Context: an optimization exercise on an open-source flow, tuned for a short achievable clock period and few clock cycles. The choices shown serve that exercise and are no tape-out recipe. No run shown here included a check of the RTL's function; only the layout flow was run. Power figures rest on the tool's default switching activity, not on a simulated workload.

==> flow/design.v, too long to show whole: its modules and the start of the top module <==
// module CPU: 329 lines
// module mul_stage1: 1143 lines
// module mul_stage2: 233 lines
module CPU(clk,
            rst_n,
            wen_D,
            addr_D,
            wdata_D,
            rdata_D,
            addr_I,
            rdata_I);
  // ...
==> flow/flow/run.sh <==
#!/bin/bash
set -euo pipefail
MARGIN=$(cat flow/margin.txt)
bash standard.sh SETUP_SLACK_MARGIN=$MARGIN finish > flow_make.log 2>&1
==> flow/flow/margin.txt <==
8.4
==> flow/standard.sh <==
#!/bin/bash
# synth_recipe.tcl (not shown) runs the flow's synth.tcl, then flattens the netlist and writes it again
# the make line also repeats each setting of config.mk as NAME=value (left out here)
make -C /OpenROAD-flow-scripts/flow DESIGN_CONFIG=/design/flow/config.mk WORK_HOME=/design/flow/orfs CLKGATE_MAP_FILE= SYNTH_SCRIPT=/design/flow/synth_recipe.tcl "${@:-finish}"
==> flow/config.mk <==
export PLATFORM = sky130hd
export DESIGN_NAME = CPU
export DESIGN_NICKNAME = CPU
export VERILOG_FILES = /design/flow/design.v
export SDC_FILE = /design/flow/constraint.sdc
export NUM_CORES = 8
export LEC_CHECK = 0
export ABC_CLOCK_PERIOD_IN_PS = 3500
export CAP_MARGIN = 20
export CORE_MARGIN = 2
export CORE_UTILIZATION = 40
export SLEW_MARGIN = 20
==> flow/constraint.sdc <==
create_clock -name core_clock -period 12.0 [get_ports {clk}]
set_input_delay 2.4000 -clock core_clock [delete_from_list [all_inputs] [get_ports {clk}]]
set_output_delay 2.4000 -clock core_clock [all_outputs]
set_load 0.01 [all_outputs]
==> summary.txt, run 1 <==
Global route
  • Grt peak-use layer: met2
  • GR met3 Demand/Resource: 0.182
  • GRT met1 Usage: 0.547
  • Vias in the first global route: 159000

Critical path
  • Critical path depth: 29
  • Crit start category: flop
  • Setup crit end kind: flop
  • Req. time, crit path: 12.81 ns
  • Reg-to-reg endpoint: dv_m11[34]$_DFFE_PN0P_

Clock network
  • Cts repair resizes: 3515
  • Clk sinks: 1787
  • Cts hold-fix bufs: 0

Power and ir drop
  • Combinational share of power: 0.677
  • Final Power: 45.4 mW
  • Clk pwr: 7.39 mW

Layout
  • Final instance area: 0.207 mm2
  • Largest cell class: multi-input gates
  • Buffer share of cell area: 0.115
  • Register share of the cell area: 0.217
  • Share of layout cells above drive strength 1: 0.330
  • Largest register FFs: 992
  • Antenna diodes: 50
  • Most common cell after layout, fill and taps aside: dfrtp_1

STA
  • Final Hold Fails: 0
  • Count of final setup violators: 0
  • Clock skew: 0.118 ns

Synthesis
  • Most used DFF post-synth: dfrtp_1
  • Main combinational cell family by area after synthesis: compound AO/OA/AOI/OAI gates
  • Adder-Cell Fraction of Synth Area: 0.128
  • Synth Instances: 17700
  • Post-synth ARST share: 1.00
  • Synth unique cells: 109
  • EDFF count, synth: 0
  • Post-Synth Simple-Gate Area: 0.124
  • Synthesized Nets: 19200
  • Synth top area share: 0.282
  • Flops & latches, synth: 1787

Outcome
  • Outcome: no timing/DRC/antenna violations

Place
  • Placed Cells: 22400

Die
  • Die area: 0.395 mm2
==> module CPU, before the edit <==
module CPU(clk,
            rst_n,
            wen_D,
            addr_D,
            wdata_D,
            rdata_D,
            addr_I,
            rdata_I);
    input         clk, rst_n ;
    output        wen_D  ;
    output [31:0] addr_D ;
    output [31:0] wdata_D;
    input  [31:0] rdata_D;
    output [31:0] addr_I ;
    input  [31:0] rdata_I;
    localparam [31:0] RESET_PC = 32'h00010000;
    reg  [31:0] pc_f;
    reg         x_v;
    reg  [4:0]  x_rd;
    reg         x_wr;         
    reg         x_ld, x_st, x_br, x_jalr, x_jrok, x_mul, x_div, x_rem, x_pop;
    reg  [2:0]  x_f3;
    reg         x_pred;       
    reg  [31:0] x_alt;        
    reg  [31:0] x_imm;
    reg  [31:0] x_pass;       
    reg  [31:0] x_rf1, x_rf2;
    reg  [3:0]  x_fa;         
    reg  [3:0]  x_fs;         
    reg         x_useimm;
    reg  [5:0]  x_op;         
    reg         m_wr;
    reg  [4:0]  m_rd;
    reg         m_ld, m_mul;
    reg  [31:0] m_res;
    reg  [31:0] m_wdata;
    reg         m_wen;
    reg         w_wr;
    reg  [4:0]  w_rd;
    reg  [31:0] w_res;
    wire [31:0] rf [0:31];
    wire [31:0] fi = rdata_I;
    wire [6:0] opc   = fi[6:0];
    wire [4:0] f_rd  = fi[11:7];
    wire [2:0] f_f3  = fi[14:12];
    wire [4:0] f_rs1 = fi[19:15];
    wire [4:0] f_rs2 = fi[24:20];
    wire f_lui   = (opc == 7'b0110111);
    wire f_auipc = (opc == 7'b0010111);
    wire f_jal   = (opc == 7'b1101111);
    wire f_jalr  = (opc == 7'b1100111);
    wire f_br    = (opc == 7'b1100011);
    wire f_ld    = (opc == 7'b0000011);
    wire f_st    = (opc == 7'b0100011);
    wire f_opi   = (opc == 7'b0010011);
    wire f_op    = (opc == 7'b0110011);
    wire f_md    = f_op & fi[25];
    wire f_mul   = f_md & ~f_f3[2];
    wire f_div   = f_md & f_f3[2];            
    wire f_pop   = f_lui | f_auipc | f_jal | f_jalr;    
    wire f_use1  = f_jalr | f_br | f_ld | f_st | f_opi | f_op;
    wire f_use2  = f_br | f_st | f_op;
    wire f_wr    = (f_pop | f_ld | f_opi | f_op) & (f_rd != 5'd0);
    wire [31:0] immI = {{20{fi[31]}}, fi[31:20]};
    wire [31:0] immS = {{20{fi[31]}}, fi[31:25], fi[11:7]};
    wire [31:0] immB = {{19{fi[31]}}, fi[31], fi[7], fi[30:25], fi[11:8], 1'b0};
    wire [31:0] immU = {fi[31:12], 12'b0};
    wire [31:0] immJ = {{11{fi[31]}}, fi[31], fi[19:12], fi[20], fi[30:21], 1'b0};
    wire [31:0] f_pc4   = pc_f + 32'd4;
    wire [31:0] f_btgt  = pc_f + immB;
    wire [31:0] f_jtgt  = pc_f + immJ;
    wire [31:0] f_auipcv = pc_f + immU;
    wire f_sub = f_op & ~fi[25] & fi[30];
    wire f_sll = f_opi & (f_f3 == 3'b001);
    wire f_srl = f_opi & (f_f3 == 3'b101) & ~fi[30];
    wire f_sra = f_opi & (f_f3 == 3'b101) & fi[30];
    wire f_slt = f_opi & (f_f3 == 3'b010);
    wire f_add = ~(f_sub | f_sll | f_srl | f_sra | f_slt);
    wire [31:0] rf1 = (w_wr && w_rd == f_rs1) ? w_res : rf[f_rs1];
    wire [31:0] rf2 = (w_wr && w_rd == f_rs2) ? w_res : rf[f_rs2];
    wire hit1_x = x_v & x_wr & (x_rd == f_rs1);
    wire hit2_x = x_v & x_wr & (x_rd == f_rs2);
    wire hit1_m = m_wr & (m_rd == f_rs1);
    wire hit2_m = m_wr & (m_rd == f_rs2);
    wire f_dep_x = (f_use1 & hit1_x) | (f_use2 & hit2_x);
    wire f_haz   = f_dep_x & (x_mul | (x_ld & f_md));
    wire jr_x = x_v & x_wr & (x_rd == f_rs1);
    wire jr_m = m_wr & (m_rd == f_rs1);
    wire jr_w = w_wr & (w_rd == f_rs1);
    wire jr_0 = (f_rs1 == 5'd0);
    wire jr_1 = (f_rs1 == 5'd1);
    wire jsel_x = jr_x & x_pop;
    wire jsel_m = ~jr_x & jr_m & ~(m_ld | m_mul);
    wire jsel_w = ~jr_x & ~jr_m & jr_w;
    wire jsel_0 = jr_0;
    wire jsel_1 = ~jr_x & ~jr_m & ~jr_w & jr_1;
    wire [31:0] jt_x = x_pass + immI;
    wire [31:0] jt_m = m_res + immI;
    wire [31:0] jt_w = w_res + immI;
    wire [31:0] jt_1 = rf[1] + immI;
    wire f_jrok = f_jalr & (jsel_x | jsel_m | jsel_w | jsel_0 | jsel_1);
    wire f_bt = f_br & fi[31];
    wire f_take = f_jal | f_bt | f_jrok;
    wire [31:0] f_tgt = ({32{f_jal}} & f_jtgt) | ({32{f_bt}} & f_btgt) |
                        ({32{f_jalr}} & ((({32{jsel_x}} & jt_x) | ({32{jsel_m}} & jt_m) |
                                          ({32{jsel_w}} & jt_w) | ({32{jsel_1}} & jt_1) |
                                          ({32{jsel_0}} & immI)) & ~32'd1));
    wire [31:0] mul_p;                  
    reg  [119-1:0] m_mrows;
    mul_stage2 mul2(.r(m_mrows), .p(mul_p));
    wire [31:0] ra_e = ({32{x_fa[2]}} & m_res) | ({32{x_fa[1]}} & w_res) | ({32{x_fa[0]}} & x_rf1);
    wire [31:0] rs_e = ({32{x_fs[2]}} & m_res) | ({32{x_fs[1]}} & w_res) | ({32{x_fs[0]}} & x_rf2);
    wire [31:0] ra = ({32{x_fa[3]}} & rdata_D) | ra_e;
    wire [31:0] rs = ({32{x_fs[3]}} & rdata_D) | rs_e;
    wire [31:0] rb = x_useimm ? x_imm : rs;
    wire [31:0] sum  = ra + rb;
    wire [31:0] diff = ra - rs;
    wire        slt  = $signed(ra) < $signed(x_imm);
    wire [31:0] shl  = ra << x_imm[4:0];
    wire [31:0] shr  = ra >> x_imm[4:0];
    wire [31:0] sha  = $signed(ra) >>> x_imm[4:0];
    wire [31:0] alu = ({32{x_op[0]}} & sum) | ({32{x_op[1]}} & diff) | ({32{x_op[2]}} & shl) |
                      ({32{x_op[3]}} & shr) | ({32{x_op[4]}} & sha) | {31'd0, x_op[5] & slt};
    wire br_eq = (ra == rs);
    wire br_lt = $signed(ra) < $signed(rs);
    wire br_taken = x_f3[2] ? (br_lt ^ x_f3[0]) : (br_eq ^ x_f3[0]);
    wire [31:0] jalr_tgt = sum & ~32'd1;
    wire x_redirect = x_v & ((x_br & (br_taken ^ x_pred)) | (x_jalr & ~x_jrok));
    wire [31:0] x_target = x_jalr ? jalr_tgt : x_alt;
    reg         dv_busy;
    reg  [31:0] dv_r;           
    reg  [31:0] dv_a;           
    reg  [31:0] dv_q;           
    reg  [2:0]  dv_n;           
    reg  [35:0] dv_m1, dv_m3, dv_m5, dv_m7, dv_m9, dv_m11, dv_m13, dv_m15;    
    wire [31:0] da = ra_e;
    wire [31:0] db = rs_e;
    wire        dv_bz  = (db == 32'd0);
    wire        dv_lt  = (da < db);
    wire        dv_one = (da[31:1] < db);              
    wire [31:0] dv_a1  = da - db;
    wire        dv_quick = dv_bz | dv_one;
    wire [31:0] dv_qq = dv_bz ? 32'hFFFFFFFF : {31'd0, ~dv_lt};
    wire [31:0] dv_qr = (dv_bz | dv_lt) ? da : dv_a1;
    wire [8:1]  dv_fit;
    genvar gn;
    generate
        for (gn = 1; gn < 8; gn = gn + 1) begin : dfit
            assign dv_fit[gn] = ((da >> (4 * gn)) < db);
        end
    endgenerate
    assign dv_fit[8] = 1'b1;
    wire [8:1]  dv_nd = dv_fit & ~{dv_fit[7:1], 1'b0};      
    reg  [2:0]  dv_nd1;
    reg  [31:0] dv_r0, dv_a0;
    integer u;
    always @(*) begin
        dv_nd1 = 3'd0; dv_r0 = 32'd0; dv_a0 = 32'd0;
        for (u = 1; u < 8; u = u + 1) begin
            dv_nd1 = dv_nd1 | ({3{dv_nd[u]}} & (u - 1));
            dv_r0  = dv_r0  | ({32{dv_nd[u]}} & (da >> (4 * u)));
            dv_a0  = dv_a0  | ({32{dv_nd[u]}} & (da << (32 - 4 * u)));
        end
        dv_nd1 = dv_nd1 | {3{dv_nd[8]}};
        dv_a0  = dv_a0  | ({32{dv_nd[8]}} & da);
    end
    wire [35:0] b1  = {4'd0, db};
    wire [35:0] b3  = b1 + {b1[34:0], 1'b0};
    wire [35:0] b5  = b1 + {b1[33:0], 2'b0};
    wire [35:0] b7  = {b1[32:0], 3'b0} - b1;
    wire [35:0] b9  = {b1[32:0], 3'b0} + b1;
    wire [35:0] b11 = {b1[32:0], 3'b0} + b3;
    wire [35:0] b13 = {b1[32:0], 3'b0} + b5;
    wire [35:0] b15 = {b1[31:0], 4'b0} - b1;
    wire [35:0] rx = {dv_r, dv_a[31:28]};
    wire [35:0] mk [1:15];
    assign mk[1] = dv_m1;  assign mk[2] = {dv_m1[34:0], 1'b0};  assign mk[3] = dv_m3;
    assign mk[4] = {dv_m1[33:0], 2'b0};  assign mk[5] = dv_m5;  assign mk[6] = {dv_m3[34:0], 1'b0};
    assign mk[7] = dv_m7;  assign mk[8] = {dv_m1[32:0], 3'b0};  assign mk[9] = dv_m9;
    assign mk[10] = {dv_m5[34:0], 1'b0};  assign mk[11] = dv_m11;  assign mk[12] = {dv_m3[33:0], 2'b0};
    assign mk[13] = dv_m13;  assign mk[14] = {dv_m7[34:0], 1'b0};  assign mk[15] = dv_m15;
    wire [36:0] dt [1:15];
    wire [15:0] ge;
    assign ge[0] = 1'b1;
    genvar gk;
    generate
        for (gk = 1; gk < 16; gk = gk + 1) begin : dsub
            assign dt[gk] = {1'b0, rx} - {1'b0, mk[gk]};
            assign ge[gk] = ~dt[gk][36];
        end
    endgenerate
    reg  [3:0]  dv_dig;
    reg  [31:0] dv_rn;
    integer t;
    always @(*) begin
        dv_dig = 4'd0;
        dv_rn  = rx[31:0];
        for (t = 1; t < 16; t = t + 1)
            if (ge[t]) begin
                dv_dig = t[3:0];
                dv_rn  = dt[t][31:0];
            end
    end
    wire        dv_last = (dv_n == 3'd0);
    wire [31:0] dv_qn   = {dv_q[27:0], dv_dig};
    wire        x_dv    = x_v & x_div;
    wire        dv_done = dv_busy ? dv_last : dv_quick;
    wire [31:0] dv_res  = dv_busy ? (x_rem ? dv_rn : dv_qn) : (x_rem ? dv_qr : dv_qq);
    wire        x_hold  = x_dv & ~dv_done;
    always @(posedge clk or negedge rst_n) begin
        if (!rst_n) begin
            dv_busy <= 1'b0;
            dv_r <= 32'd0; dv_a <= 32'd0; dv_q <= 32'd0; dv_n <= 3'd0;
            dv_m1 <= 36'd0; dv_m3 <= 36'd0; dv_m5 <= 36'd0; dv_m7 <= 36'd0;
            dv_m9 <= 36'd0; dv_m11 <= 36'd0; dv_m13 <= 36'd0; dv_m15 <= 36'd0;
        end else if (x_dv) begin
            if (!dv_busy) begin
                dv_busy <= ~dv_quick;
                dv_r  <= dv_r0;
                dv_a  <= dv_a0;
                dv_q  <= 32'd0;
                dv_n  <= dv_nd1;
                dv_m1 <= b1;  dv_m3 <= b3;  dv_m5 <= b5;  dv_m7 <= b7;
                dv_m9 <= b9;  dv_m11 <= b11;  dv_m13 <= b13;  dv_m15 <= b15;
            end else begin
                dv_busy <= ~dv_last;
                dv_r  <= dv_rn;
                dv_a  <= {dv_a[27:0], 4'd0};
                dv_q  <= dv_qn;
                dv_n  <= dv_n - 3'd1;
            end
        end
    end
    wire [119-1:0] mul_rows;
    mul_stage1 mul1(.a(ra_e), .b(rs_e), .r(mul_rows));
    wire [31:0] x_res = x_div ? dv_res : x_pop ? x_pass : alu;
    assign addr_D  = m_res;
    assign wdata_D = m_wdata;
    assign wen_D   = m_wen;
    assign addr_I  = pc_f;
    wire f_stall = x_hold | f_haz;
    wire f_go    = ~f_stall & ~x_redirect;       
    always @(posedge clk or negedge rst_n) begin
        if (!rst_n)
            pc_f <= RESET_PC;
        else if (x_redirect)
            pc_f <= x_target;
        else if (f_stall)
            pc_f <= pc_f;
        else if (f_take)
            pc_f <= f_tgt;
        else
            pc_f <= f_pc4;
    end
    always @(posedge clk or negedge rst_n) begin
        if (!rst_n) begin
            x_v <= 1'b0; x_rd <= 5'd0; x_wr <= 1'b0;
            x_ld <= 1'b0; x_st <= 1'b0; x_br <= 1'b0; x_jalr <= 1'b0; x_jrok <= 1'b0;
            x_mul <= 1'b0; x_div <= 1'b0; x_rem <= 1'b0; x_pop <= 1'b0; x_f3 <= 3'd0;
            x_pred <= 1'b0; x_alt <= 32'd0; x_imm <= 32'd0; x_pass <= 32'd0;
            x_rf1 <= 32'd0; x_rf2 <= 32'd0;
            x_fa <= 4'd0; x_fs <= 4'd0; x_useimm <= 1'b0; x_op <= 6'd0;
        end else if (!x_hold) begin
            x_v    <= f_go;
            x_rd   <= f_rd;
            x_wr   <= f_wr;
            x_ld   <= f_ld;
            x_st   <= f_st;
            x_br   <= f_br;
            x_jalr <= f_jalr;
            x_jrok <= f_jrok;
            x_mul  <= f_mul;
            x_div  <= f_div;
            x_rem  <= f_f3[1];
            x_pop  <= f_pop;
            x_f3   <= f_f3;
            x_pred <= fi[31];
            x_alt  <= fi[31] ? f_pc4 : f_btgt;
            x_imm  <= f_st ? immS : immI;
            x_pass <= f_lui ? immU : f_auipc ? f_auipcv : f_pc4;
            x_rf1  <= rf1;
            x_rf2  <= rf2;
            x_fa   <= {hit1_x & x_ld, hit1_x & ~x_ld, ~hit1_x & hit1_m, ~hit1_x & ~hit1_m};
            x_fs   <= {hit2_x & x_ld, hit2_x & ~x_ld, ~hit2_x & hit2_m, ~hit2_x & ~hit2_m};
            x_useimm <= ~(f_op | f_br);
            x_op   <= {f_slt, f_sra, f_srl, f_sll, f_sub, f_add};
        end
    end
    always @(posedge clk or negedge rst_n) begin
        if (!rst_n) begin
            m_wr <= 1'b0; m_rd <= 5'd0; m_ld <= 1'b0; m_mul <= 1'b0;
            m_res <= 32'd0; m_wdata <= 32'd0; m_wen <= 1'b0;
            m_mrows <= {119{1'b0}};
        end else begin
            m_wr    <= x_v & x_wr & ~x_hold;
            m_rd    <= x_rd;
            m_ld    <= x_ld;
            m_mul   <= x_mul;
            m_res   <= x_res;
            m_wdata <= rs;
            m_wen   <= x_v & x_st;
            m_mrows <= mul_rows;
        end
    end
    always @(posedge clk or negedge rst_n) begin
        if (!rst_n) begin
            w_wr <= 1'b0; w_rd <= 5'd0; w_res <= 32'd0;
        end else begin
            w_wr  <= m_wr;
            w_rd  <= m_rd;
            w_res <= m_ld ? rdata_D : m_mul ? mul_p : m_res;
        end
    end
    assign rf[0] = 32'd0;
    genvar g;
    generate
        for (g = 1; g < 32; g = g + 1) begin : regs
            localparam [31:0] INIT = (g == 2) ? 32'hbffffff0 : (g == 3) ? 32'h10008000 : 32'd0;
            reg [31:0] q;
            always @(posedge clk or negedge rst_n) begin
                if (!rst_n)
                    q <= INIT;
                else if (w_wr && w_rd == g)
                    q <= w_res;
            end
            assign rf[g] = q;
        end
    endgenerate
endmodule
==> inputs of run 2 (changes only) <==
--- a/flow/design.v
+++ b/flow/design.v
@@ -15,17 +15,24 @@
     input  [31:0] rdata_I;
     localparam [31:0] RESET_PC = 32'h00010000;
-    reg  [31:0] pc_f;
+    reg  [31:0] pc_f;         
+    reg  [31:0] pc_n;         
     reg         x_v;
     reg  [4:0]  x_rd;
     reg         x_wr;         
     reg         x_ld, x_st, x_br, x_jalr, x_jrok, x_mul, x_div, x_rem, x_pop;
+    reg         x_jlong;      
+    reg  [31:0] x_pc;
     reg  [2:0]  x_f3;
     reg         x_pred;       
+    reg  [3:0]  x_rdc;        
     reg  [31:0] x_alt;        
     reg  [31:0] x_imm;
     reg  [31:0] x_pass;       
     reg  [31:0] x_rf1, x_rf2;
-    reg  [3:0]  x_fa;         
-    reg  [3:0]  x_fs;         
+    reg  [4:0]  x_fa;         
+    reg  [4:0]  x_fs;         
+    reg  [3:0]  x_fam, x_fsm;   
+    reg  [3:0]  x_fad, x_fsd;   
+    reg         x_issum;      
     reg         x_useimm;
     reg  [5:0]  x_op;         
@@ -33,5 +40,8 @@
     reg  [4:0]  m_rd;
     reg         m_ld, m_mul;
-    reg  [31:0] m_res;
+    reg  [31:0] m_sum;        
+    reg  [31:0] m_oth;        
+    reg         m_issum;
+    reg  [31:0] m_addr;       
     reg  [31:0] m_wdata;
     reg         m_wen;
@@ -67,8 +77,20 @@
     wire [31:0] immU = {fi[31:12], 12'b0};
     wire [31:0] immJ = {{11{fi[31]}}, fi[31], fi[19:12], fi[20], fi[30:21], 1'b0};
-    wire [31:0] f_pc4   = pc_f + 32'd4;
-    wire [31:0] f_btgt  = pc_f + immB;
-    wire [31:0] f_jtgt  = pc_f + immJ;
-    wire [31:0] f_auipcv = pc_f + immU;
+    wire [31:0] pc      = ~pc_n;
+    wire [31:0] f_pc4   = pc + 32'd4;
+    wire [31:0] f_auipcv = pc + immU;
+    function [31:0] sadd(input [31:0] base, input [18:0] hp1, input [18:0] hm1, input [12:0] off);
+        reg [13:0] lo;
+        begin
+            lo = {1'b0, base[12:0]} + {1'b0, off};
+            sadd[12:0] = lo[12:0];
+            sadd[31:13] = (lo[13] & ~off[12]) ? hp1 : (~lo[13] & off[12]) ? hm1 : base[31:13];
+        end
+    endfunction
+    wire [18:0] pc_hp1 = pc[31:13] + 19'd1;
+    wire [18:0] pc_hm1 = pc[31:13] - 19'd1;
+    wire [31:0] f_btgt  = sadd(pc, pc_hp1, pc_hm1, immB[12:0]);
+    wire [31:0] f_jtgt  = sadd(pc, pc_hp1, pc_hm1, immJ[12:0]);
+    wire        f_jfit  = (immJ[20:13] == {8{immJ[12]}});    
     wire f_sub = f_op & ~fi[25] & fi[30];
     wire f_sll = f_opi & (f_f3 == 3'b001);
@@ -83,6 +105,8 @@
     wire hit1_m = m_wr & (m_rd == f_rs1);
     wire hit2_m = m_wr & (m_rd == f_rs2);
-    wire f_dep_x = (f_use1 & hit1_x) | (f_use2 & hit2_x);
-    wire f_haz   = f_dep_x & (x_mul | (x_ld & f_md));
+    wire [3:0] src1 = {hit1_x & ~x_ld & x_issum, hit1_x & ~x_ld & ~x_issum, ~hit1_x & hit1_m, ~hit1_x & ~hit1_m};
+    wire [3:0] src2 = {hit2_x & ~x_ld & x_issum, hit2_x & ~x_ld & ~x_issum, ~hit2_x & hit2_m, ~hit2_x & ~hit2_m};
+    wire f_dep_x = (f_use1 & hit1_x) | (f_use2 & ~f_st & hit2_x);
+    wire f_haz   = (f_dep_x & (x_mul | x_ld)) | (f_st & hit2_x & x_mul);
     wire jr_x = x_v & x_wr & (x_rd == f_rs1);
     wire jr_m = m_wr & (m_rd == f_rs1);
@@ -95,22 +119,32 @@
     wire jsel_0 = jr_0;
     wire jsel_1 = ~jr_x & ~jr_m & ~jr_w & jr_1;
-    wire [31:0] jt_x = x_pass + immI;
-    wire [31:0] jt_m = m_res + immI;
-    wire [31:0] jt_w = w_res + immI;
-    wire [31:0] jt_1 = rf[1] + immI;
+    wire [18:0] xp_hp1 = x_pass[31:13] + 19'd1, xp_hm1 = x_pass[31:13] - 19'd1;
+    wire [18:0] mr_hp1 = m_res[31:13] + 19'd1,  mr_hm1 = m_res[31:13] - 19'd1;
+    wire [18:0] wr_hp1 = w_res[31:13] + 19'd1,  wr_hm1 = w_res[31:13] - 19'd1;
+    wire [18:0] r1_hp1 = rf[1][31:13] + 19'd1,  r1_hm1 = rf[1][31:13] - 19'd1;
+    wire [31:0] jt_x = sadd(x_pass, xp_hp1, xp_hm1, immI[12:0]);
+    wire [31:0] jt_m = sadd(m_res,  mr_hp1, mr_hm1, immI[12:0]);
+    wire [31:0] jt_w = sadd(w_res,  wr_hp1, wr_hm1, immI[12:0]);
+    wire [31:0] jt_1 = sadd(rf[1],  r1_hp1, r1_hm1, immI[12:0]);
     wire f_jrok = f_jalr & (jsel_x | jsel_m | jsel_w | jsel_0 | jsel_1);
-    wire f_bt = f_br & fi[31];
-    wire f_take = f_jal | f_bt | f_jrok;
-    wire [31:0] f_tgt = ({32{f_jal}} & f_jtgt) | ({32{f_bt}} & f_btgt) |
-                        ({32{f_jalr}} & ((({32{jsel_x}} & jt_x) | ({32{jsel_m}} & jt_m) |
-                                          ({32{jsel_w}} & jt_w) | ({32{jsel_1}} & jt_1) |
-                                          ({32{jsel_0}} & immI)) & ~32'd1));
+    wire f_jok = f_jal & f_jfit;
+    wire f_bt = f_br & (fi[31] | (f_f3 == 3'b001));    
+    wire f_take = f_jok | f_bt | f_jrok;
+    wire [31:0] m_res = m_issum ? m_sum : m_oth;
     wire [31:0] mul_p;                  
     reg  [119-1:0] m_mrows;
     mul_stage2 mul2(.r(m_mrows), .p(mul_p));
-    wire [31:0] ra_e = ({32{x_fa[2]}} & m_res) | ({32{x_fa[1]}} & w_res) | ({32{x_fa[0]}} & x_rf1);
-    wire [31:0] rs_e = ({32{x_fs[2]}} & m_res) | ({32{x_fs[1]}} & w_res) | ({32{x_fs[0]}} & x_rf2);
-    wire [31:0] ra = ({32{x_fa[3]}} & rdata_D) | ra_e;
-    wire [31:0] rs = ({32{x_fs[3]}} & rdata_D) | rs_e;
+    function [31:0] fwd(input [3:0] sel, input [31:0] a, input [31:0] b, input [31:0] c, input [31:0] d);
+        fwd = ({32{sel[3]}} & a) | ({32{sel[2]}} & b) | ({32{sel[1]}} & c) | ({32{sel[0]}} & d);
+    endfunction
+    wire [31:0] ra_e = fwd(x_fa[3:0], m_sum, m_oth, w_res, x_rf1);
+    wire [31:0] rs_e = fwd(x_fs[3:0], m_sum, m_oth, w_res, x_rf2);
+    wire [31:0] ra = ra_e;
+    wire [31:0] rs = rs_e;
+    wire [31:0] ma = fwd(x_fam, m_sum, m_oth, w_res, x_rf1);
+    wire [31:0] mb = fwd(x_fsm, m_sum, m_oth, w_res, x_rf2);
+    wire [31:0] da = fwd(x_fad, m_sum, m_oth, w_res, x_rf1);
+    wire [31:0] db = fwd(x_fsd, m_sum, m_oth, w_res, x_rf2);
+    wire [31:0] st_data = x_fs[4] ? rdata_D : rs_e;      
     wire [31:0] rb = x_useimm ? x_imm : rs;
     wire [31:0] sum  = ra + rb;
@@ -120,100 +154,101 @@
     wire [31:0] shr  = ra >> x_imm[4:0];
     wire [31:0] sha  = $signed(ra) >>> x_imm[4:0];
-    wire [31:0] alu = ({32{x_op[0]}} & sum) | ({32{x_op[1]}} & diff) | ({32{x_op[2]}} & shl) |
-                      ({32{x_op[3]}} & shr) | ({32{x_op[4]}} & sha) | {31'd0, x_op[5] & slt};
+    wire [31:0] alu;
     wire br_eq = (ra == rs);
     wire br_lt = $signed(ra) < $signed(rs);
     wire br_taken = x_f3[2] ? (br_lt ^ x_f3[0]) : (br_eq ^ x_f3[0]);
     wire [31:0] jalr_tgt = sum & ~32'd1;
-    wire x_redirect = x_v & ((x_br & (br_taken ^ x_pred)) | (x_jalr & ~x_jrok));
-    wire [31:0] x_target = x_jalr ? jalr_tgt : x_alt;
+    wire [31:0] jlong_tgt = x_pc + x_imm;
+    wire x_redirect = x_v & ~x_hold & ((x_rdc[3] & br_eq) | (x_rdc[2] & ~br_eq) | (x_rdc[1] & br_lt) |
+                                       (x_rdc[0] & ~br_lt) | (x_jalr & ~x_jrok) | x_jlong);
+    wire [31:0] x_target = x_jalr ? jalr_tgt : x_jlong ? jlong_tgt : x_alt;
     reg         dv_busy;
+    reg         dv_setup;
+    reg  [31:0] dv_x, dv_y;     
     reg  [31:0] dv_r;           
-    reg  [31:0] dv_a;           
+    reg  [32:0] dv_a;           
     reg  [31:0] dv_q;           
-    reg  [2:0]  dv_n;           
-    reg  [35:0] dv_m1, dv_m3, dv_m5, dv_m7, dv_m9, dv_m11, dv_m13, dv_m15;    
-    wire [31:0] da = ra_e;
-    wire [31:0] db = rs_e;
-    wire        dv_bz  = (db == 32'd0);
-    wire        dv_lt  = (da < db);
-    wire        dv_one = (da[31:1] < db);              
-    wire [31:0] dv_a1  = da - db;
+    reg  [3:0]  dv_n;           
+    reg  [34:0] dv_m1, dv_m3, dv_m5, dv_m7;    
+    reg         dv_rem, dv_wr;
+    reg  [4:0]  dv_rd;
+    wire        dv_bz  = (dv_y == 32'd0);
+    wire        dv_lt  = (dv_x < dv_y);
+    wire        dv_one = (dv_x[31:1] < dv_y);            
+    wire [31:0] dv_a1  = dv_x - dv_y;
     wire        dv_quick = dv_bz | dv_one;
     wire [31:0] dv_qq = dv_bz ? 32'hFFFFFFFF : {31'd0, ~dv_lt};
-    wire [31:0] dv_qr = (dv_bz | dv_lt) ? da : dv_a1;
-    wire [8:1]  dv_fit;
+    wire [31:0] dv_qr = (dv_bz | dv_lt) ? dv_x : dv_a1;
+    wire [31:0] dv_qres = dv_rem ? dv_qr : dv_qq;
+    wire [11:1] dv_fit;
     genvar gn;
     generate
-        for (gn = 1; gn < 8; gn = gn + 1) begin : dfit
-            assign dv_fit[gn] = ((da >> (4 * gn)) < db);
+        for (gn = 1; gn < 11; gn = gn + 1) begin : dfit
+            assign dv_fit[gn] = ((dv_x >> (3 * gn)) < dv_y);
         end
     endgenerate
-    assign dv_fit[8] = 1'b1;
-    wire [8:1]  dv_nd = dv_fit & ~{dv_fit[7:1], 1'b0};      
-    reg  [2:0]  dv_nd1;
-    reg  [31:0] dv_r0, dv_a0;
+    assign dv_fit[11] = 1'b1;
+    wire [11:1] dv_nd = dv_fit & ~{dv_fit[10:1], 1'b0};    
+    reg  [3:0]  dv_nd1;
+    reg  [31:0] dv_r0;
+    reg  [32:0] dv_a0;
     integer u;
     always @(*) begin
-        dv_nd1 = 3'd0; dv_r0 = 32'd0; dv_a0 = 32'd0;
-        for (u = 1; u < 8; u = u + 1) begin
-            dv_nd1 = dv_nd1 | ({3{dv_nd[u]}} & (u - 1));
-            dv_r0  = dv_r0  | ({32{dv_nd[u]}} & (da >> (4 * u)));
-            dv_a0  = dv_a0  | ({32{dv_nd[u]}} & (da << (32 - 4 * u)));
+        dv_nd1 = 4'd0; dv_r0 = 32'd0; dv_a0 = 33'd0;
+        for (u = 1; u < 11; u = u + 1) begin
+            dv_nd1 = dv_nd1 | ({4{dv_nd[u]}} & (u - 1));
+            dv_r0  = dv_r0  | ({32{dv_nd[u]}} & (dv_x >> (3 * u)));
+            dv_a0  = dv_a0  | ({33{dv_nd[u]}} & ({1'b0, dv_x} << (33 - 3 * u)));
         end
-        dv_nd1 = dv_nd1 | {3{dv_nd[8]}};
-        dv_a0  = dv_a0  | ({32{dv_nd[8]}} & da);
+        dv_nd1 = dv_nd1 | ({4{dv_nd[11]}} & 4'd10);
+        dv_a0  = dv_a0  | ({33{dv_nd[11]}} & {1'b0, dv_x});
     end
-    wire [35:0] b1  = {4'd0, db};
-    wire [35:0] b3  = b1 + {b1[34:0], 1'b0};
-    wire [35:0] b5  = b1 + {b1[33:0], 2'b0};
-    wire [35:0] b7  = {b1[32:0], 3'b0} - b1;
-    wire [35:0] b9  = {b1[32:0], 3'b0} + b1;
-    wire [35:0] b11 = {b1[32:0], 3'b0} + b3;
-    wire [35:0] b13 = {b1[32:0], 3'b0} + b5;
-    wire [35:0] b15 = {b1[31:0], 4'b0} - b1;
-    wire [35:0] rx = {dv_r, dv_a[31:28]};
-    wire [35:0] mk [1:15];
-    assign mk[1] = dv_m1;  assign mk[2] = {dv_m1[34:0], 1'b0};  assign mk[3] = dv_m3;
-    assign mk[4] = {dv_m1[33:0], 2'b0};  assign mk[5] = dv_m5;  assign mk[6] = {dv_m3[34:0], 1'b0};
-    assign mk[7] = dv_m7;  assign mk[8] = {dv_m1[32:0], 3'b0};  assign mk[9] = dv_m9;
-    assign mk[10] = {dv_m5[34:0], 1'b0};  assign mk[11] = dv_m11;  assign mk[12] = {dv_m3[33:0], 2'b0};
-    assign mk[13] = dv_m13;  assign mk[14] = {dv_m7[34:0], 1'b0};  assign mk[15] = dv_m15;
-    wire [36:0] dt [1:15];
-    wire [15:0] ge;
+    wire [34:0] b1 = {3'd0, dv_y};
+    wire [34:0] b3 = b1 + {b1[33:0], 1'b0};
+    wire [34:0] b5 = b1 + {b1[32:0], 2'b0};
+    wire [34:0] b7 = {b1[31:0], 3'b0} - b1;
+    wire [34:0] rx = {dv_r, dv_a[32:30]};
+    wire [34:0] mk [1:7];
+    assign mk[1] = dv_m1;  assign mk[2] = {dv_m1[33:0], 1'b0};  assign mk[3] = dv_m3;
+    assign mk[4] = {dv_m1[32:0], 2'b0};  assign mk[5] = dv_m5;  assign mk[6] = {dv_m3[33:0], 1'b0};
+    assign mk[7] = dv_m7;
+    wire [35:0] dt [1:7];
+    wire [7:0]  ge;
     assign ge[0] = 1'b1;
     genvar gk;
     generate
-        for (gk = 1; gk < 16; gk = gk + 1) begin : dsub
+        for (gk = 1; gk < 8; gk = gk + 1) begin : dsub
             assign dt[gk] = {1'b0, rx} - {1'b0, mk[gk]};
-            assign ge[gk] = ~dt[gk][36];
+            assign ge[gk] = (rx >= mk[gk]);
         end
     endgenerate
-    reg  [3:0]  dv_dig;
+    wire [7:0]  dv_sel = ge & ~{1'b0, ge[7:1]};          
+    reg  [2:0]  dv_dig;
     reg  [31:0] dv_rn;
     integer t;
     always @(*) begin
-        dv_dig = 4'd0;
-        dv_rn  = rx[31:0];
-        for (t = 1; t < 16; t = t + 1)
-            if (ge[t]) begin
-                dv_dig = t[3:0];
-                dv_rn  = dt[t][31:0];
-            end
+        dv_dig = 3'd0;
+        dv_rn  = {32{dv_sel[0]}} & rx[31:0];
+        for (t = 1; t < 8; t = t + 1) begin
+            dv_dig = dv_dig | ({3{dv_sel[t]}} & t[2:0]);
+            dv_rn  = dv_rn  | ({32{dv_sel[t]}} & dt[t][31:0]);
+        end
     end
-    wire        dv_last = (dv_n == 3'd0);
-    wire [31:0] dv_qn   = {dv_q[27:0], dv_dig};
-    wire        x_dv    = x_v & x_div;
-    wire        dv_done = dv_busy ? dv_last : dv_quick;
-    wire [31:0] dv_res  = dv_busy ? (x_rem ? dv_rn : dv_qn) : (x_rem ? dv_qr : dv_qq);
-    wire        x_hold  = x_dv & ~dv_done;
+    wire        dv_last = (dv_n == 4'd0);
+    wire [31:0] dv_qn   = {dv_q[28:0], dv_dig};
+    wire [31:0] dv_out  = dv_rem ? dv_rn : dv_qn;
+    wire        x_hold  = dv_busy;
+    wire        x_dv    = x_v & x_div & ~dv_busy;           
+    wire        dv_give = dv_busy & (dv_setup ? dv_quick : dv_last);
+    wire [31:0] dv_res  = dv_setup ? dv_qres : dv_out;
     always @(posedge clk or negedge rst_n) begin
         if (!rst_n) begin
-            dv_busy <= 1'b0;
-            dv_r <= 32'd0; dv_a <= 32'd0; dv_q <= 32'd0; dv_n <= 3'd0;
-            dv_m1 <= 36'd0; dv_m3 <= 36'd0; dv_m5 <= 36'd0; dv_m7 <= 36'd0;
-            dv_m9 <= 36'd0; dv_m11 <= 36'd0; dv_m13 <= 36'd0; dv_m15 <= 36'd0;
-        end else if (x_dv) begin
-            if (!dv_busy) begin
+            dv_busy <= 1'b0; dv_setup <= 1'b0; dv_rem <= 1'b0; dv_wr <= 1'b0; dv_rd <= 5'd0;
+            dv_x <= 32'd0; dv_y <= 32'd0;
+            dv_r <= 32'd0; dv_a <= 33'd0; dv_q <= 32'd0; dv_n <= 4'd0;
+            dv_m1 <= 35'd0; dv_m3 <= 35'd0; dv_m5 <= 35'd0; dv_m7 <= 35'd0;
+        end else if (dv_busy) begin
+            if (dv_setup) begin
+                dv_setup <= 1'b0;
                 dv_busy <= ~dv_quick;
                 dv_r  <= dv_r0;
@@ -222,18 +257,29 @@
                 dv_n  <= dv_nd1;
                 dv_m1 <= b1;  dv_m3 <= b3;  dv_m5 <= b5;  dv_m7 <= b7;
-                dv_m9 <= b9;  dv_m11 <= b11;  dv_m13 <= b13;  dv_m15 <= b15;
             end else begin
                 dv_busy <= ~dv_last;
                 dv_r  <= dv_rn;
-                dv_a  <= {dv_a[27:0], 4'd0};
+                dv_a  <= {dv_a[29:0], 3'd0};
                 dv_q  <= dv_qn;
-                dv_n  <= dv_n - 3'd1;
+                dv_n  <= dv_n - 4'd1;
             end
+        end else if (x_dv) begin
+            dv_busy  <= 1'b1;
+            dv_setup <= 1'b1;
+            dv_rem <= x_rem;
+            dv_wr  <= x_wr;
+            dv_rd  <= x_rd;
+            dv_x   <= da;
+            dv_y   <= db;
         end
     end
     wire [119-1:0] mul_rows;
-    mul_stage1 mul1(.a(ra_e), .b(rs_e), .r(mul_rows));
-    wire [31:0] x_res = x_div ? dv_res : x_pop ? x_pass : alu;
-    assign addr_D  = m_res;
+    mul_stage1 mul1(.a(ma), .b(mb), .r(mul_rows));
+    wire xs_on = ~x_hold;
+    assign alu = ({32{xs_on & x_op[1]}} & diff) | ({32{xs_on & x_op[2]}} & shl) |
+                 ({32{xs_on & x_op[3]}} & shr) | ({32{xs_on & x_op[4]}} & sha) |
+                 {31'd0, xs_on & x_op[5] & slt} | ({32{xs_on & x_pop}} & x_pass) |
+                 ({32{x_hold}} & dv_res);
+    assign addr_D  = m_addr;
     assign wdata_D = m_wdata;
     assign wen_D   = m_wen;
@@ -241,15 +287,21 @@
     wire f_stall = x_hold | f_haz;
     wire f_go    = ~f_stall & ~x_redirect;       
+    wire [31:0] pc_fnext = ({32{f_stall}} & pc) |
+                           ({32{~f_stall & f_jok}} & f_jtgt) | ({32{~f_stall & f_bt}} & f_btgt) |
+                           ({32{~f_stall & f_jalr & jsel_x}} & (jt_x & ~32'd1)) |
+                           ({32{~f_stall & f_jalr & jsel_m}} & (jt_m & ~32'd1)) |
+                           ({32{~f_stall & f_jalr & jsel_w}} & (jt_w & ~32'd1)) |
+                           ({32{~f_stall & f_jalr & jsel_1}} & (jt_1 & ~32'd1)) |
+                           ({32{~f_stall & f_jalr & jsel_0}} & (immI & ~32'd1)) |
+                           ({32{~f_stall & ~f_take}} & f_pc4);
+    wire [31:0] pc_next = x_redirect ? x_target : pc_fnext;
     always @(posedge clk or negedge rst_n) begin
-        if (!rst_n)
+        if (!rst_n) begin
             pc_f <= RESET_PC;
-        else if (x_redirect)
-            pc_f <= x_target;
-        else if (f_stall)
-            pc_f <= pc_f;
-        else if (f_take)
-            pc_f <= f_tgt;
-        else
-            pc_f <= f_pc4;
+            pc_n <= ~RESET_PC;
+        end else begin
+            pc_f <= pc_next;
+            pc_n <= ~pc_next;
+        end
     end
     always @(posedge clk or negedge rst_n) begin
@@ -257,9 +309,19 @@
             x_v <= 1'b0; x_rd <= 5'd0; x_wr <= 1'b0;
             x_ld <= 1'b0; x_st <= 1'b0; x_br <= 1'b0; x_jalr <= 1'b0; x_jrok <= 1'b0;
+            x_jlong <= 1'b0; x_pc <= 32'd0;
             x_mul <= 1'b0; x_div <= 1'b0; x_rem <= 1'b0; x_pop <= 1'b0; x_f3 <= 3'd0;
-            x_pred <= 1'b0; x_alt <= 32'd0; x_imm <= 32'd0; x_pass <= 32'd0;
+            x_pred <= 1'b0; x_rdc <= 4'd0; x_alt <= 32'd0; x_imm <= 32'd0; x_pass <= 32'd0;
             x_rf1 <= 32'd0; x_rf2 <= 32'd0;
-            x_fa <= 4'd0; x_fs <= 4'd0; x_useimm <= 1'b0; x_op <= 6'd0;
-        end else if (!x_hold) begin
+            x_fa <= 5'd0; x_fs <= 5'd0; x_fam <= 4'd0; x_fsm <= 4'd0; x_fad <= 4'd0; x_fsd <= 4'd0; x_issum <= 1'b0; x_useimm <= 1'b0; x_op <= 6'd0;
+        end else if (x_hold) begin
+            if (x_fa[1]) begin
+                x_rf1 <= w_res; x_fa <= 5'b00001;
+                x_fam <= {3'b000, x_fam[1]}; x_fad <= {3'b000, x_fad[1]};
+            end
+            if (x_fs[1]) begin
+                x_rf2 <= w_res; x_fs <= 5'b00001;
+                x_fsm <= {3'b000, x_fsm[1]}; x_fsd <= {3'b000, x_fsd[1]};
+            end
+        end else begin
             x_v    <= f_go;
             x_rd   <= f_rd;
@@ -270,4 +332,6 @@
             x_jalr <= f_jalr;
             x_jrok <= f_jrok;
+            x_jlong <= f_jal & ~f_jfit;
+            x_pc   <= pc;
             x_mul  <= f_mul;
             x_div  <= f_div;
@@ -275,12 +339,19 @@
             x_pop  <= f_pop;
             x_f3   <= f_f3;
-            x_pred <= fi[31];
-            x_alt  <= fi[31] ? f_pc4 : f_btgt;
-            x_imm  <= f_st ? immS : immI;
+            x_pred <= f_bt;
+            x_rdc  <= {4{f_br}} & {~f_f3[2] & (f_f3[0] ~^ f_bt), ~f_f3[2] & (f_f3[0] ^ f_bt),
+                                   f_f3[2] & (f_f3[0] ~^ f_bt),  f_f3[2] & (f_f3[0] ^ f_bt)};
+            x_alt  <= f_bt ? f_pc4 : f_btgt;
+            x_imm  <= f_st ? immS : f_jal ? immJ : immI;
             x_pass <= f_lui ? immU : f_auipc ? f_auipcv : f_pc4;
             x_rf1  <= rf1;
             x_rf2  <= rf2;
-            x_fa   <= {hit1_x & x_ld, hit1_x & ~x_ld, ~hit1_x & hit1_m, ~hit1_x & ~hit1_m};
-            x_fs   <= {hit2_x & x_ld, hit2_x & ~x_ld, ~hit2_x & hit2_m, ~hit2_x & ~hit2_m};
+            x_fa   <= {1'b0, src1};
+            x_fs   <= {hit2_x & x_ld, src2};
+            x_fam  <= {4{f_mul}} & src1;
+            x_fsm  <= {4{f_mul}} & src2;
+            x_fad  <= {4{f_div}} & src1;
+            x_fsd  <= {4{f_div}} & src2;
+            x_issum <= f_add & ~f_pop & ~f_md;
             x_useimm <= ~(f_op | f_br);
             x_op   <= {f_slt, f_sra, f_srl, f_sll, f_sub, f_add};
@@ -290,14 +361,23 @@
         if (!rst_n) begin
             m_wr <= 1'b0; m_rd <= 5'd0; m_ld <= 1'b0; m_mul <= 1'b0;
-            m_res <= 32'd0; m_wdata <= 32'd0; m_wen <= 1'b0;
+            m_sum <= 32'd0; m_oth <= 32'd0; m_issum <= 1'b0; m_addr <= 32'd0; m_wdata <= 32'd0; m_wen <= 1'b0;
             m_mrows <= {119{1'b0}};
         end else begin
-            m_wr    <= x_v & x_wr & ~x_hold;
-            m_rd    <= x_rd;
-            m_ld    <= x_ld;
-            m_mul   <= x_mul;
-            m_res   <= x_res;
-            m_wdata <= rs;
-            m_wen   <= x_v & x_st;
+            if (x_hold) begin
+                m_wr  <= dv_give & dv_wr;
+                m_rd  <= dv_rd;
+            end else begin
+                m_wr  <= x_v & x_wr & ~x_div;
+                m_rd  <= x_rd;
+            end
+            m_oth <= alu;
+            m_sum   <= sum;
+            m_issum <= x_issum & ~x_hold;
+            m_ld    <= x_v & x_ld & ~x_hold;
+            m_mul   <= x_v & x_mul & ~x_hold;
+            m_wen   <= x_v & x_st & ~x_hold;
+            if (x_ld | x_st)
+                m_addr <= sum;
+            m_wdata <= st_data;
             m_mrows <= mul_rows;
         end
==> flow/flow/margin.txt (replaced) <==
7.8
==> run 2 against run 1 <==
Utilization down 3.7 points; cell count down 12%; combinational power down 42%; wire length down 11%; hold slack better by 0.067 ns; sequential cell count up 98; maximum frequency up 27%; design area down 14%; largest power group unchanged.
==> summary.txt, run 2 <==
Outcome
  • Outcome: no timing/DRC/antenna violations

Power and ir drop
  • VDD IR max: 0.164 mV
  • Pwr Density: 192 mW/mm2
  • Leakage power: 78.1 nW

Route
  • Total wire length: 844 mm
  • DRC violation count after routing: 0
  • Post-route ant nets: 0
  • Via density: 7.16
  • Vias: 154000
  • Drt initial violations: 26500
  • DRT Pass-1 Iters: 14
  • Per-cell routed wire length: 39.3 um

Synthesis
  • Post-synth ARST share: 1.00 (unchanged)
  • Commonest cells in the synthesized netlist: 1824 x dfrtp_1, 1280 x nand2_1, 1204 x clkbuf_1, 1170 x o21ai_0, 1162 x a21oi_1
  • Post-Syn Area: 0.145 mm2
  • Synth Instances: 16100 (-8.8%)
  • Synth top area share: 0.315 (+0.0334)
  • Adder-Cell Fraction of Synth Area: 0.101 (-0.0266)
  • Post-synthesis mux area share: 0.0893
  • Syn_area_per_cell: 8.99 um2
  • Flops & latches, synth: 1885 (+5.5%)
  • Synth unique cells: 116 (+6.4%)
  • Post-Synth XOR/XNOR Area: 0.0423
  • Ys Warns: 1
  • Register area share after synthesis: 0.326
  • Synthesized Nets: 17200 (-10%)
  • EDFF count, synth: 0 (unchanged)
  • Most used DFF post-synth: dfrtp_1
  • Main combinational cell family by area after synthesis: compound AO/OA/AOI/OAI gates
  • Post-Synth Simple-Gate Area: 0.116 (-0.00777)
  • Most instantiated library cell after synthesis: dfrtp_1
  • Largest cells by area after synthesis: dfrtp_1 32%, mux2_2 8.3%, ha_1 7.2%
  • Compound-Gate Fraction of Synth Area: 0.274
  • Synth area leader: dfrtp_1

Die
  • Chip height: 606 um
  • Die Wd: 606 um
  • # IOs: 163
  • Core Region: 0.360 mm2
  • Row count: 220
  • Die area: 0.367 mm2 (-7.1%)
  • Initial Util: 0.403

Clock network
  • Worst-path clk slew: 0.06 ns
  • Root Driver: clkbuf_16
  • Clk sinks: 1885 (+5.5%)
  • CTS max path bufs: 4
  • TritonCTS buffer count: 221
  • CTS tree: done
  • Later-pin clock latency in the skew report: 1.06 ns
  • H-tree depth: 4

Worst hold path
  • Worst Hold Class: reg -> reg

Critical path
  • Crit path DAT: 6.03 ns
  • CP Cell Sequence: buf_12 -> buf_12 -> a22oi_1 -> nand2_2 -> ha_1 -> nand2_1 -> nor4_4 -> a31oi_1 -> or4_4 -> o211a_4 -> buf_12 -> a21o_4 -> a2111oi_2 -> o211ai_1 -> a221o_1 -> o21ai_2 -> or2_1
  • Crit-path max FO: 7
  • Worst Path Class, Setup: reg -> reg
  • Crit start category: flop
  • Req. time, crit path: 12.89 ns (+0.08 ns)
  • Most used cell, CP: buf_12
  • Setup crit end kind: flop
  • Critical Path Slowest Stage Cell: or4_4
  • Crit path largest cell delay: 0.51 ns

Layout
  • Share of layout cells above drive strength 1: 0.262 (-0.0683)
  • Reg with most FFs: regs.q
  • Largest register FFs: 992 (unchanged)
  • Post-route non-filler standard cell count: 21500
  • Most frequent cells in the layout: 1685 x dfrtp_1, 1146 x nand2_1, 1058 x mux2_2
  • P&R area growth vs syn: 22.9%
  • Final nets: 17600
  • Most common cell after layout, fill and taps aside: dfrtp_1
  • Largest registers: regs.q x992, m_mrows x119, dv_m5 x35

Run
  • Max Cap Viol: 0

Global route
  • GR Overflow Total: 0
  • First-pass GRT wire length: 1150 mm
  • Antenna violations before repair: 97
  • Largest net degree at the start of global routing: 181
  • Vias in the first global route: 141000 (-11%)
  • Total GRT Usage: 0.442

Place
  • Port Buffer Count: 162
  • GP Congestion: 1.08
  • Post-DP HPWL: 556 mm
  • Worst slack, placed: 4.51 ns
  • Placed Cells: 20300 (-9.6%)

STA
  • Max-slew violations: 0
  • Hold_ws: 0.477 ns
  • Final worst setup slack: 6.86 ns
  • Final Hold Fails: 0 (unchanged)
  • Rel. slew slack: 0.0571
  • Setup TNS Final: 0 ns
  • Clock skew: 0.133 ns (+0.0153 ns)
  • RSZ-0062 raised after global routing: yes
  • Maximum clock rate: 0.195 GHz
  • Count of final setup violators: 0 (unchanged)
  • Final period util: 0.428
  • Crit path time final: 5.14 ns
  • Slew @ Worst Pin: 1.40 ns
-- run 2: path summary, 6_finish.rpt --
kind | slack (ns) | startpoint | end | cells past startpoint
worst min register to register | 0.48 | dv_a[23]$_DFFE_PN0P_ | dv_a[23]$_DFFE_PN0P_ | 1
worst max register to register | 6.86 | x_fa[1]$_DFF_PN0_ | pc_n[24]$_DFF_PN1_ | 17
max in group asynchronous | 8.23 | rst_n | regs[7].q[5]$_DFFE_PN0P_ | 3
worst min-delay path | 0.48 | dv_a[23]$_DFFE_PN0P_ | dv_a[23]$_DFFE_PN0P_ | 1
worst max-delay path | 6.86 | x_fa[1]$_DFF_PN0_ | pc_n[24]$_DFF_PN1_ | 17
min in group asynchronous | 1.34 | rst_n | dv_m3[30]$_DFFE_PN0P_ | 1
-- run 2: power by group --
part           internal [mW]  total [mW]  switching [mW]  leakage (nW)
Combinational           7.01        17.7            10.7          49.9
Clock                   4.41        7.57            3.16          3.85
Sequential              7.24        8.94            1.69          24.3
-- run 2: repair_timing --
action | 4_1_cts | 5_1_grt
setup buffers | 473 | 216
setup endpoints to repair | 541 | 319
pin swaps | 403 | 374
resized for setup | 1735 | 677
cloned | 43 | 22
hold buffers | 0 | 0
-- run 2: critical path, delay by kind of cell, from the launching register on --
family	cells	cell delay (ns)
buffers and inverters	3	0.46
AO/OA/AOI/OAI	8	2.05
AND/OR/NAND/NOR	5	1.60
adder cells (fa/ha/maj)	1	0.46
flip-flops	1	0.48
-- run 2: logic make-up after synthesis --
group	count (synthesis)
muxes	1158
DFF	1885
and+or+nand+nor	3612
xor gates and xnor gates	700
adders and majority gates	1045
AOI/OAI and AO/OA	5775
buffers and inverters	1938
-- run 2: cell type report --
class | count | area (um2)
Multi-Input combinational cell | 12300 | 98900
Clock buffer | 300 | 6330
Tap cell | 4773 | 5970
Timing Repair inverter | 2 | 22.5
Clock inverter | 108 | 1570
Antenna cell | 57 | 143
Fill cell | 33800 | 182000
Sequential cell | 1885 | 47400
Timing Repair Buffer | 1445 | 15100
Inverter | 616 | 2510
-- run 2: per-stage QoR --
stage	util	total power, mW	cell area (um2)
floorplan	-	15.9	146000
global placement	0.425	21.8	153000
detailed placement	0.425	21.8	153000
CTS	0.480	32.2	173000
global route	0.494	35.0	178000
finish	0.495	34.2	178000
-- run 2: per-layer routing --
metal  global-route usage  vias up  share of wire
li1                     -    61500              -
met1                0.519    74900           0.35
met2                0.621    12700           0.40
met3                0.179     4472           0.14
met4                0.384       78           0.11
met5               0.0141        -         0.0014

-- separate check: timing with driven ports --
How much do the figures lean on ideal ports? The routed layouts below were timed once more, with nothing changed but the port constraints.
Step 1 (the two cells are an assumption about what drives the block):
set clk [get_ports {clk}]
set_driving_cell -lib_cell sky130_fd_sc_hd__clkbuf_16 $clk
set_driving_cell -lib_cell sky130_fd_sc_hd__buf_2 [delete_from_list [all_inputs] $clk]
Step 2 also shifts input and output timing later by t, the mid clock arrival at the registers, as if the neighbouring blocks saw the same clock.
Slacks: ideal / step 1 / step 2; pairs: ideal / step 1.
| run | t, ns | setup slack, ns | worst setup path at the end | clock arrival spread, ns | worst register clock-pin slew, ns |
|---|---|---|---|---|---|
| run 1 | 1.072 | 5.489 / 5.489 / 5.489 | register to register | 0.123 / 0.123 | 0.07 / 0.07 |
| run 2 | 1.121 | 6.860 / 6.860 / 5.862 | input to register | 0.133 / 0.134 | 0.07 / 0.07 |
After both steps every run listed still meets setup and hold. The setup slack of run 2, which loses most, moves by 0.000 ns with the drivers and by -0.998 ns with both steps.
